Source: an optimization exercise on an open RTL-to-GDS flow (aim: small area and few clock cycles). Production flows keep margins and buffers that such runs may drop.
Only simulation tests tie the RTL to the original design; equivalence was not proved.
The flow treats the clock pin as an ideal source. Dropping or thinning the clock tree relies on that and would not hold on a real chip.
No activity file was given, so power comes from the tool's default toggle rates.

==> flow/design.v <==
module BRIDGE #(
    parameter ADDR_WIDTH = 32,
    parameter DATA_WIDTH = 32
)(
    input                        hclk,
    input                        hresetn,
    input                        hselapb,
    input                        hwrite,
    input       [1:0]            htrans,
    input       [ADDR_WIDTH-1:0] haddr,
    input       [DATA_WIDTH-1:0] hwdata,
    input       [DATA_WIDTH-1:0] prdata,
    output reg  [ADDR_WIDTH-1:0] paddr,
    output      [DATA_WIDTH-1:0] pwdata,
    output reg                   psel,
    output reg                   penable,
    output reg                   pwrite,
    output                       hresp,
    output                       hready,
    output      [DATA_WIDTH-1:0] hrdata
);
    wire valid = hselapb & htrans[1];
    assign hready = ~psel | penable;
    assign hresp  = 1'b0;
    assign pwdata = hwdata;
    assign hrdata = prdata;
    always @(posedge hclk or negedge hresetn) begin
        if (!hresetn) begin
            psel    <= 1'b0;
            penable <= 1'b0;
        end else begin
            psel    <= (hready & valid) | (psel & ~penable);
            penable <= psel & ~penable;
        end
    end
    always @(posedge hclk) begin
        if (hready) begin
            paddr  <= haddr;
            pwrite <= hwrite;
        end
    end
endmodule
==> flow/config.mk <==
export PLATFORM = sky130hd
export DESIGN_NAME = BRIDGE
export DESIGN_NICKNAME = BRIDGE
export VERILOG_FILES = /design/flow/design.v
export SDC_FILE = /design/flow/constraint.sdc
export NUM_CORES = 8
export LEC_CHECK = 0
export CAP_MARGIN = 20
export CORE_MARGIN = 2
export CORE_UTILIZATION = 40
export SLEW_MARGIN = 20
==> flow/constraint.sdc <==
create_clock -name core_clock -period 5.0 [get_ports {hclk}]
set_input_delay 1.0000 -clock core_clock [delete_from_list [all_inputs] [get_ports {hclk}]]
set_output_delay 1.0000 -clock core_clock [all_outputs]
set_load 0.01 [all_outputs]
standard.sh (not shown) runs the stock make flow with config.mk's settings and CLKGATE_MAP_FILE= SYNTH_SCRIPT=/design/flow/synth_recipe.tcl, a recipe that flattens the netlist after the stock synthesis.
==> flow/flow/run.sh <==
#!/bin/bash
# Standard ORFS layout with the smallest buffer (buf_1) on the ports and the
# clock driven from a single clock buffer (see post_cts.tcl).
set -euo pipefail
here=$(pwd)
export CLOCK_ROOT_CELL=${CLOCK_ROOT_CELL:-sky130_fd_sc_hd__clkbuf_16}
bash standard.sh finish \
  BUFFER_PORTS_ARGS="-buffer_cell sky130_fd_sc_hd__buf_1" \
  CTS_ARGS="-sink_clustering_enable -repair_clock_nets -dont_use_dummy_load -buf_list sky130_fd_sc_hd__clkbuf_8 -root_buf sky130_fd_sc_hd__clkbuf_8" \
  POST_CTS_TCL="$here/flow/post_cts.tcl" \
  > standard.log 2>&1
==> flow/flow/post_cts.tcl <==
# Collapse the clock tree that CTS built to its root buffer: every sink of a
# leaf buffer moves to the root buffer's output net, the leaf buffers are
# deleted and the root buffer is resized to drive all the flip-flops.
set root_cell $::env(CLOCK_ROOT_CELL)
set block [ord::get_db_block]
set root [$block findInst clkbuf_0_hclk]
set root_net [[$root findITerm X] getNet]
foreach it [$root_net getITerms] {
  set inst [$it getInst]
  if { $inst == $root } { continue }
  set master [[$inst getMaster] getName]
  if { [string match "sky130_fd_sc_hd__clkbuf_*" $master] } {
    set leaf_net [[$inst findITerm X] getNet]
    foreach lit [$leaf_net getITerms] {
      if { [$lit getInst] == $inst } { continue }
      $lit disconnect
      $lit connect $root_net
    }
    $it disconnect
    [$inst findITerm X] disconnect
    odb::dbInst_destroy $inst
    odb::dbNet_destroy $leaf_net
  }
}
replace_cell clkbuf_0_hclk $root_cell
detailed_placement
check_placement -verbose
estimate_parasitics -placement
report_clock_skew
Testbench counts at the start, summed over its fixed seeds: cycles 9,608.
Then changed:
--- a/flow/design.v
+++ b/flow/design.v
@@ -12,25 +12,25 @@
     input       [DATA_WIDTH-1:0] prdata,
     output reg  [ADDR_WIDTH-1:0] paddr,
     output      [DATA_WIDTH-1:0] pwdata,
-    output reg                   psel,
+    output                       psel,
     output reg                   penable,
     output reg                   pwrite,
     output                       hresp,
-    output                       hready,
+    output reg                   hready,
     output      [DATA_WIDTH-1:0] hrdata
 );
     wire valid = hselapb & htrans[1];
-    assign hready = ~psel | penable;
+    assign psel   = ~hready | penable;
     assign hresp  = 1'b0;
     assign pwdata = hwdata;
     assign hrdata = prdata;
     always @(posedge hclk or negedge hresetn) begin
         if (!hresetn) begin
-            psel    <= 1'b0;
+            hready  <= 1'b1;
             penable <= 1'b0;
         end else begin
-            psel    <= (hready & valid) | (psel & ~penable);
-            penable <= psel & ~penable;
+            hready  <= ~(hready & valid);
+            penable <= ~hready;
         end
     end
     always @(posedge hclk) begin
Result:
- The changed run went through all stages and came out clean
- die area fell slightly
- routed wire length went down by roughly a tenth
- sequential share of layout area rises by 0.67 points
- power goes down by a quarter to a third
- count of clock-buffer cells in the layout stays the same
- clock skew decreases by 0.0036 ns
- design area falls slightly
- register-to-register slack got worse by 0.25 ns
- worst hold slack is about the same
- maximum frequency decreases by roughly a tenth
- cell count drops slightly
- area after synthesis fell slightly
- synthesized cell count fell slightly
Testbench counts after the change, summed over its fixed seeds: cycles 9,608.

-- re-timing with driven ports --
In the flow no input, the clock included, has a driving cell. The finished layouts below were timed again as built, in two steps.
Step 1: set_driving_cell puts a clkbuf_16 on hclk and a buf_2 on each other input, an assumption about the parent block.
Step 2, shift: input delay + t, output delay - t, t = (earliest + latest rising clock arrival at the registers) / 2. This alone moves slack from input paths to output paths.
Slacks: ideal ports / drivers / drivers and shift; pairs: ideal ports / drivers.
| run | t, ns | setup slack, ns | worst setup path after step 2 | worst register clock-pin slew, ns |
|---|---|---|---|---|
| the first run | 0.200 | 2.790 / 2.762 / 2.924 | input to output | 0.12 / 0.12 |
| the second run | 0.202 | 2.469 / 2.440 / 2.641 | register to output | 0.12 / 0.12 |
After both steps setup and hold are still met in every run listed.
